This is an optimization exercise on Yosys and OpenROAD, whose aim is small area, a short achievable clock period and few clock cycles per item, not a production implementation. No functional check of the RTL was part of any run shown here. Power is estimated from default activity; no workload was simulated.

## flow/config.mk

```make
export PLATFORM = sky130hd
export DESIGN_NAME = dot
export DESIGN_NICKNAME = dot
export VERILOG_FILES = /design/flow/design.v
export SDC_FILE = /design/flow/constraint.sdc
export NUM_CORES = 4
export LEC_CHECK = 0
export CAP_MARGIN = 20
export CORE_MARGIN = 2
export CORE_UTILIZATION = 40
export PLACE_DENSITY = 0.6
export SLEW_MARGIN = 20
```

## flow/constraint.sdc

```tcl
create_clock -name core_clock -period 11.0 [get_ports {clk}]
set_input_delay 2.2000 -clock core_clock [delete_from_list [all_inputs] [get_ports {clk}]]
set_output_delay 2.2000 -clock core_clock [all_outputs]
set_load 0.01 [all_outputs]
```

## flow/design.v

```verilog
module dot(input logic clk, input logic rst_n,
          output logic slave_waitrequest,
          input logic [3:0] slave_address,
          input logic slave_read, output logic [31:0] slave_readdata,
          input logic slave_write, input logic [31:0] slave_writedata,
          input logic master_waitrequest,
          output logic [31:0] master_address,
          output logic master_read, input logic [31:0] master_readdata, input logic master_readdatavalid,
          output logic master_write, output logic [31:0] master_writedata);
enum logic [2:0] {IDLE, WAIT_READ_WEIGHT, READ_WEIGHT, WAIT_READ_INPUT, READ_INPUT, COMPUTE, DONE} state;
logic [31:0] weight_address;
logic [31:0] input_address;
logic [31:0] input_length;
logic signed [31:0] total;
logic signed [63:0] product;
logic signed [31:0] weight_value, input_value;
logic [31:0] count;
assign product = weight_value * input_value;
always_ff @(posedge clk) begin
   if (!rst_n) begin
       state <= IDLE;
       total <= 0;
       count <= 0;
       weight_address <= 0;
       input_address <= 0;
       input_length <= 0;
   end else begin
       case (state)
           IDLE: begin
               if (slave_write) begin
                   case (slave_address)
                        4'd0: state <= WAIT_READ_WEIGHT;
                        4'd2: weight_address <= slave_writedata;
                        4'd3: input_address <= slave_writedata;
                        4'd5: input_length <= slave_writedata;
                   endcase
               end
               total <= 0;
               count <= 0;
           end
           WAIT_READ_WEIGHT: begin
               if (count < input_length) begin
                   if(master_waitrequest) state <= WAIT_READ_WEIGHT;
                   else state <= READ_WEIGHT;
               end else state <= DONE;
           end
           READ_WEIGHT: begin
               if (master_readdatavalid) begin
                   weight_value <= master_readdata;
                   state <= WAIT_READ_INPUT;
               end
           end
           WAIT_READ_INPUT: begin
               if(master_waitrequest) state <= WAIT_READ_INPUT;
               else state <= READ_INPUT;
           end
           READ_INPUT: begin
               if (master_readdatavalid) begin
                   input_value <= master_readdata;
                   state <= COMPUTE;
               end
           end
           COMPUTE: begin
               total <= total + product[47:16];
               count <= count + 1;
               state <= WAIT_READ_WEIGHT;
           end
           DONE: begin
               if (slave_read) begin
                   state <= IDLE;
               end
           end
       endcase
   end
end
   always_comb begin
       case(state)
           IDLE: begin
               slave_waitrequest = 1'b0;
               master_address = 32'd0;
               master_read = 1'd0;
               master_writedata = 32'd0;
               master_write = 1'd0;
               slave_readdata = 32'd0;
           end
           WAIT_READ_WEIGHT: begin
               slave_waitrequest = 1'b1;
               master_address = weight_address + (count << 2);
               master_read = (count < input_length);
               master_writedata = 32'd0;
               master_write = 1'b0;
               slave_readdata = 32'd0;
           end
           READ_WEIGHT: begin
               slave_waitrequest = 1'd1;
               master_address = weight_address + (count << 2);
               master_read = 1'b0;
               master_writedata = 32'd0;
               master_write = 1'b0;
               slave_readdata = 32'd0;
           end
           WAIT_READ_INPUT: begin
               slave_waitrequest = 1'b1;
               master_address = input_address + (count << 2);
               master_read = 1'b1;
               master_writedata = 32'd0;
               master_write = 1'b0;  
               slave_readdata = 32'd0;            
           end
           READ_INPUT: begin
               slave_waitrequest = 1'd1;
               master_address = input_address + (count << 2);
               master_read = 1'b0;
               master_writedata = 32'd0;
               master_write = 1'b0;
               slave_readdata = 32'd0;
           end
           COMPUTE: begin
               slave_waitrequest = 1'b1;
               master_address = 32'd0;
               master_read = 1'b0;
               master_writedata = 32'd0;
               master_write = 1'b0;  
               slave_readdata = 32'd0;            
           end
           DONE: begin
               slave_waitrequest = 1'd0;
               master_address = 32'd0;
               master_read = 1'b0;
               master_writedata = 32'd0;
               master_write = 1'b0;  
               if(slave_read) begin
                   slave_readdata = total;
               end
               else slave_readdata = 32'd0;            
           end
           default: begin
               slave_waitrequest = 1'b0;
               master_address = 32'd0;
               master_read = 1'b0;
               master_writedata = 32'd0;
               master_write = 1'b0;
               slave_readdata = 32'd0;
           end
       endcase
   end
endmodule
```

## flow/run.sh

```bash
#!/bin/bash
# synth_recipe.tcl (not shown) runs the flow's synth.tcl, then flattens the netlist and writes it again
# the make line also repeats each setting of config.mk as NAME=value (left out here)
make -C /OpenROAD-flow-scripts/flow DESIGN_CONFIG=/design/flow/config.mk WORK_HOME=/design/flow/orfs CLKGATE_MAP_FILE= SYNTH_SCRIPT=/design/flow/synth_recipe.tcl finish
```

==> results.cfg, run 1 <==
[run_status]
status = timing/DRC/antenna clean

[global_routing]
grt_pass1_wl_um = 181400
grt_overflow = 0
grt_max_degree = 80
antenna_found_initial = 0
grt_usage_pct = 22.40
grt_pass1_vias = 31398

[timing]
skew_ns = 0.03225
setup_viol = 0
tns_ns = 0
max_freq_mhz = 97.39
period_share_pct = 93.34
post-route-min-period_ns = 10.27
finalHoldViolations = 0
slew_headroom_pct = 23.23
rsz0062_at_grt = no
report.final.slew_viol_count = 0
fin_ws_ns = 0.7325
worstMarginPinSlew_ns = 1.152

[finish]
regArea_um2 = 5185
postLayoutCoreUtil_pct = 44.04
multi_input_area_um2 = 31680
diodes = 0
area.growth.synth_to_final_pct = 9.200
final_nets = 5706
drive_gt1_share_pct = 4.080
n_fill_cell = 9959
fin_cells = 5927

[detailed_routing]
via_per_inst = 5.040
drt_iter0_markers = 1749
drc = 0
wl_per_cell_um = 19.23
vias = 29873
firstDrtPassIters = 5
ant_nets = 0
routed_wl_um = 114000

[synthesis]
async_reset_ff_share_pct = 0
yosysUniqueCellTypes = 79
yosysWarnings = 1
synth_area_leader_cell = fa_1
synthFlopType = dfxtp_1
avgSynthCellArea_um2 = 9.072
synthCells = 4523
netlist.area_leader.share_pct = 40.98
synth_seq_cells = 227
yosys-top-cells-area = fa_1, and2_1, dfxtp_1
netlist_area_um2 = 41030
ys_seq_area_share_pct = 12.64
synth_edf_count = 64

[placement]
dp_hpwl_um = 92760
place.gp.congestion = 0.8699
pre_cts_slack_ns = 0.7639
port_buffers = 139
dpl.cell_count = 5867

[critical_path]
crit_fanout = 32
rrSetupSlack_ns = 0.73
path_class = flip-flop to flip-flop
start_kind = flip-flop
slowest_stage = edfxtp_1
worstSetupEndpointType = flip-flop
cp.required_ns = 11.49
critPathMaxStageDelay_ns = 0.82
worst_ep_arrival_time_ns = 10.76
crit_top_cell = fa_1

[clock_tree]
holdBufCountCts = 0
cts_resized = 0
cts_buffers = 31
root_buffer = clkbuf_16
clk_pin_slew_ns = 0.06
cts.htree.levels = 1
post_cts_buffers = 0
cts.sinks = 227
cts_tree = done
clock_path_buffers = 3
clock_latency_ns = 0.63

[die]
boundaryPins = 173
rows = 117
dieArea_um2 = 105200
coreArea_um2 = 101700
initial_core_util_pct = 40.33
die_h_um = 324.3
die_w_um = 324.3

[pwr]
p_per_area_nw_per_um2 = 236.3
cellLeakagePower_nw = 20.93
ir_worst_vdd_uv = 435.6

[min_path]
hold_path.class = flip-flop to flip-flop

[run]
maxCapViolations = 0
-- synth_stat cells (27+ instances only) --
cell type	instances
a21o_1	49
a21oi_1	191
and2_1	534
buf_4	33
clkbuf_1	229
dfxtp_1	163
edfxtp_1	64
fa_1	840
ha_1	257
inv_1	852
mux2_2	29
nand2_1	649
nand3_1	56
nor2_1	128
nor3_1	27
o21ai_0	36
xnor2_1	84
-- per-stage QoR --
stage | cell area (µm²) | hold slack (ns) | total power, mW
floorplan | 41150 | 0.4329 | 7.483
global placement | 43690 | 0.4380 | 9.485
detailed placement | 43690 | 0.4447 | 9.564
CTS | 44760 | 0.4531 | 10.70
global route | 44810 | 0.4678 | 11.66
finish | 44810 | 0.4527 | 10.59
-- cells in the final DEF, fill, tap and decap left out, types with 21 or more instances in the layout --
cell / instances
inv_1: 851
fa_1: 840
nand2_1: 649
and2_1: 534
ha_1: 257
a21oi_1: 191
dfxtp_1: 163
clkdlybuf4s50_1: 139
nor2_1: 126
xnor2_1: 84
buf_4: 69
edfxtp_1: 64
nand3_1: 55
a21o_1: 49
o21ai_0: 36
conb_1: 33
clkbuf_16: 31
mux2_2: 29
and3_1: 26
xor2_1: 26
nor3_1: 25
o21a_1: 21
-- sequential cells by signal, summed over array words and instances (netlist names) --
register and count:
count 32, input_address 32, input_length 32, input_value 32, total 32, weight_address 32, weight_value 32, state 3
-- final cells by class --
type | count | area share [%]
multi-input cells | 3211 | 70.71
flip-flops and latches | 227 | 11.57
inverters | 853 | 7.151
repair buffers | 211 | 4.362
well taps | 1368 | 3.820
clock buffers | 39 | 1.888
clock inverters | 18 | 0.5026
-- kinds of logic (layout without fill, tap and decap cells) --
kind of cell               Yosys count  after routing  synth area share, %
buffers and inverters             1117           1121                10.52
AOI/OAI and AO/OA                  423            423                6.538
other                                1             33             0.009139
muxes                               36             36               0.9727
xor gates and xnor gates           110            110                2.348
DFF                                227            227                12.64
adders and majority gates         1097           1097                48.82
and+or+nand+nor                   1512           1512                18.16
-- power breakdown --
| part | leakage (nW) | switching (mW) | internal, mW |
|---|---|---|---|
| clock network | 0.517 | 0.430 | 0.640 |
| logic | 18.5 | 4.91 | 3.71 |
| registers | 1.89 | 0.0206 | 0.870 |
| total | 20.9 | 5.36 | 5.22 |
-- path summary, 6_finish.rpt --
| path | cells past startpoint | start | endpoint |
|---|---|---|---|
| setup reg to reg | 34 | input_value[11]$_DFFE_PP_ | total[31]$_SDFFE_PN0P_ |
| hold / removal | 2 | input_address[8]$_SDFFE_PN0P_ | input_address[8]$_SDFFE_PN0P_ |
| hold reg to reg | 2 | input_address[8]$_SDFFE_PN0P_ | input_address[8]$_SDFFE_PN0P_ |
| setup / recovery | 34 | input_value[11]$_DFFE_PP_ | total[31]$_SDFFE_PN0P_ |
-- critical path: cells and delay by family, from the launching register on --
family                   cells  cell delay, ns
AND/OR/NAND/NOR              5            0.99
adder cells (fa/ha/maj)     10            4.80
XOR/XNOR                     3            0.44
flip-flops                   1            0.82
buffers and inverters        2            0.10
AO/OA/AOI/OAI               14            2.97
-- metal layers --
layer	GRT usage [%]	share of wire (%)	vias to the layer above
li1	-	-	13612
met1	29.23	42	15367
met2	39.04	51	718
met3	2.179	4.3	176
met4	7.366	3.6	0
met5	0	0	-
==> run 2: changes to the inputs <==
==> flow/design.v (replaced) <==
module dot(input logic clk, input logic rst_n,
          output logic slave_waitrequest,
          input logic [3:0] slave_address,
          input logic slave_read, output logic [31:0] slave_readdata,
          input logic slave_write, input logic [31:0] slave_writedata,
          input logic master_waitrequest,
          output logic [31:0] master_address,
          output logic master_read, input logic [31:0] master_readdata, input logic master_readdatavalid,
          output logic master_write, output logic [31:0] master_writedata);
logic [31:0] wbase, xbase;
logic [15:0] len;
logic        busy;       
logic        issuing;    
logic [15:0] nic;        
logic        nph;        
logic [2:0]  oc;         
logic        rph;        
logic        pa, pb;     
logic [31:0] wr, xr;
logic [15:0] hr;
logic [31:0] acc;
logic accept, load, start;
assign accept = master_read & ~master_waitrequest;
assign start  = slave_write & (slave_address == 4'd0) & ~busy;
assign load   = busy & issuing & (~master_read | accept) & (oc <= 3'd5);
logic [31:0] next_addr;
assign next_addr = (nph ? wbase : xbase) + {14'd0, nic, 2'b00};
always_ff @(posedge clk) begin
   if (!rst_n) begin
      wbase <= 0; xbase <= 0; len <= 0;
      busy <= 0; issuing <= 0; nic <= 0; nph <= 0; oc <= 0; rph <= 0;
      pa <= 0; pb <= 0;
      master_read <= 0; master_address <= 0;
   end else begin
      if (!busy && slave_write) begin
         case (slave_address)
            4'd2: wbase <= slave_writedata;
            4'd3: xbase <= slave_writedata;
            4'd5: len <= slave_writedata[15:0];
            default: ;
         endcase
      end
      if (start) begin
         busy <= 1;
         issuing <= (len != 0);
         nic <= 0; nph <= 0; rph <= 0;
      end else if (busy && slave_read && !slave_waitrequest) begin
         busy <= 0;
      end
      if (load) begin
         master_read <= 1;
         master_address <= next_addr;
         nph <= ~nph;
         if (nph) nic <= nic + 1'b1;
         if (nph && (nic + 1'b1 == len)) issuing <= 0;
      end else if (accept) begin
         master_read <= 0;
      end
      oc <= oc + {2'b0, accept} - {2'b0, master_readdatavalid};
      if (master_readdatavalid) rph <= ~rph;
      pa <= master_readdatavalid & rph;
      pb <= pa;
   end
end
always_ff @(posedge clk) begin
   if (master_readdatavalid & ~rph) xr <= master_readdata;
   if (master_readdatavalid &  rph) wr <= master_readdata;
   if (pa) hr <= xr[31:16];
end
logic signed [16:0] bsel;
logic signed [48:0] m;
logic [31:0] addend;
assign bsel = pa ? {1'b0, xr[15:0]} : pb ? {hr[15], hr} : 17'd0;
assign m = $signed(wr) * bsel;
assign addend = pa ? m[47:16] : m[31:0];
always_ff @(posedge clk) begin
   if (start) acc <= 0;
   else acc <= acc + addend;
end
assign slave_waitrequest = busy & (issuing | master_read | (oc != 0) | pa | pb);
assign slave_readdata = acc;
assign master_write = 1'b0;
assign master_writedata = 32'd0;
endmodule
==> results.cfg, run 2 <==
[run_status]
status = timing/DRC/antenna clean

[synthesis]
async_reset_ff_share_pct = 0
yosysUniqueCellTypes = 79
post-synth-top-count-cell = inv_1
synth_edf_count = 80
yosysWarnings = 1
synthFlopType = dfxtp_1
yosys-top-cells-area = fa_1, dfxtp_1, edfxtp_1
netlist_area_um2 = 30590
synth_seq_cells = 250
synthCells = 3360
ys_seq_area_share_pct = 18.98
synth_commonest_cells = inv_1, nand2_1, fa_1
synth_area_leader_cell = fa_1
avgSynthCellArea_um2 = 9.105
netlist.area_leader.share_pct = 33.90

[critical_path]
crit_family = adder cells
cp.required_ns = 11.49
crit_fanout = 14
worstSetupPathDepth = 38
cp-startpoint = pa$_SDFF_PN0_
rrSetupSlack_ns = 0.59
worst_r2r_endpoint = acc[31]$_SDFF_PP0_
rr_worst_depth = 38
slowest_stage = and2b_1
critPathMaxStageDelay_ns = 0.75
start_kind = flip-flop
path_class = flip-flop to flip-flop
crit_path_end = acc[31]$_SDFF_PP0_
worst_ep_arrival_time_ns = 10.90
r2r-start = pa$_SDFF_PN0_
worstSetupEndpointType = flip-flop
timing.critical_path.buf_inv = 6
crit_top_cell = fa_1

[global_routing]
grt_max_degree = 91
grt_pass1_wl_um = 130100
grt_pass1_vias = 23254
grt_usage_pct = 21.13
use_met1_pct = 28.42
antenna_found_initial = 8
grt_overflow = 0
use_met3_pct = 4.588
grt_util_met2_pct = 34.75
grt.busiest_layer = met2

[clock_tree]
cts_resized = 0
holdBufCountCts = 0
cts_tree = done
clock_latency_ns = 0.62
post_cts_buffers = 0
clock_path_buffers = 3
cts.sinks = 250
cts.htree.levels = 1
clk_pin_slew_ns = 0.07
cts_buffers = 31
root_buffer = clkbuf_16

[finish]
final_common_cell = inv_1
fin_cells = 4444
drive_gt1_share_pct = 4.792
layout_common_cells = inv_1, nand2_1, fa_1, and2_1, dfxtp_1
stdcell_area_um2 = 33980
n_fill_cell = 7488
area.growth.synth_to_final_pct = 11.09
final_nets = 4197
postLayoutCoreUtil_pct = 44.82

[pwr]
ir_worst_vdd_uv = 97.31
p_per_area_nw_per_um2 = 105.5
cellLeakagePower_nw = 15.59
switching_share_pct = 37.55
power.internal_mw = 2.239
power_mw = 3.585
combPwrFrac_pct = 39.5
p_clk_share_pct = 28.5
power.switching_mw = 1.346
p_seq_share_pct = 32.0

[timing]
period_share_pct = 94.64
report.final.slew_viol_count = 0
finalHoldViolations = 0
slew_headroom_pct = 31.96
tns_ns = 0
max_freq_mhz = 96.06
setup_viol = 0
post-route-min-period_ns = 10.41
skew_ns = 0.01363
rsz0062_at_grt = no
worstMarginPinSlew_ns = 1.020

[detailed_routing]
drt_iter0_markers = 1177
via_per_inst = 5.006
vias = 22246
wl_per_cell_um = 18.04
drc = 0
firstDrtPassIters = 5
ant_nets = 0
routed_wl_um = 80190

[die]
die_h_um = 280.6
dieArea_um2 = 78710
die_w_um = 280.6
coreArea_um2 = 75820
boundaryPins = 173
rows = 101
initial_core_util_pct = 40.35

[placement]
dpl.cell_count = 4384
dp_hpwl_um = 64010
place.gp.congestion = 0.8665
place_area_um2 = 32970
port_buffers = 139

[min_path]
min_from = xr[30]$_DFFE_PP_
hold_path.class = flip-flop to flip-flop

[run]
maxCapViolations = 0
==> run 2: changes by cell type after synthesis, sizes merged, moves of 24 or more <==
cell	delta
and2	-353
fa	-322
inv	-286
nand2	-113
clkbuf	-96
ha	-91
nor2b	+57
nand3	-28
nor2	+26
mux2i	+25
o21ai	+24
==> run 2: cells by family after synthesis <==
group                    Yosys count  synth area share (%)
multiplexers                      63                 2.209
adder cells (fa/ha/maj)          684                 40.69
buffers and inverters            743                 9.628
AO/OA/AOI/OAI                    418                 8.663
AND/OR/NAND/NOR                 1077                 16.23
XOR/XNOR                         124                 3.595
flip-flops                       250                 18.98
other                              1               0.01226
==> run 2: how the worst min path moves through the flow <==
stage	to	slack [ns]	cells after the start
floorplan	hr[0]$_DFFE_PP_	0.40	0
global placement	hr[3]$_DFFE_PP_	0.40	0
detailed placement	hr[9]$_DFFE_PP_	0.40	0
CTS	hr[14]$_DFFE_PP_	0.41	0
global route	hr[14]$_DFFE_PP_	0.42	0
finish	hr[14]$_DFFE_PP_	0.41	0
==> run 2: area by class of cell <==
cell class	instances	area [µm²]	area share [%]
clock inverters	17	122.6	0.3608
diodes	2	5.005	0.01473
flip-flops and latches	250	5811	17.10
well taps	978	1224	3.601
clock buffers	41	883.3	2.599
repair buffers	191	1794	5.280
multi-input cells	2399	22020	64.79
inverters	566	2126	6.255
==> run 2: per-stage QoR <==
step | hold WS, ns | setup slack (ns)
2_1_floorplan | 0.4003 | 1.390
3_3_place_gp | 0.4027 | 0.8430
3_5_place_dp | 0.4045 | 0.6393
4_1_cts | 0.4109 | 0.5988
5_1_grt | 0.4171 | 0.05471
6_report | 0.4101 | 0.5894
==> run 2: layer usage <==
metal	up-vias	wire, µm
met1	11106	35410
li1	10534	-
met5	-	74
met3	110	5233
met2	484	37700
met4	12	1774
==> run 2: power groups by stage <==
stage,sequential (mW),clock [mW],combinational [mW]
2_1_floorplan,1.14,0,0.944
3_3_place_gp,1.18,0,1.41
3_5_place_dp,1.17,0,1.41
4_1_cts,1.16,1.05,1.43
5_1_grt,1.16,1.08,1.58
6_report,1.15,1.02,1.42

==> afterwards: timing with drivers on the ports <==
Ports are ideal in the flow. The routed layouts listed here were re-timed in OpenROAD. Step 1: set_driving_cell puts a clkbuf_16 on clk and a buf_2 on each other input, an assumption about the parent block. Step 2 times the ports against the registers' clock, not the clock port: input delays grow and output delays shrink by t, the midpoint of the rising clock arrivals with the driver on. Three values: ideal ports, drivers, drivers and shift; two values: the first two.
run	t (ns)	setup WS [ns]	worst setup path at the end	cell pins on the clock port's net
run 1	0.677	0.732 / 0.732 / 0.732	register to register	1
run 2	0.667	0.589 / 0.589 / 0.589	register to register	1
After both steps setup and hold are still met in every run listed.
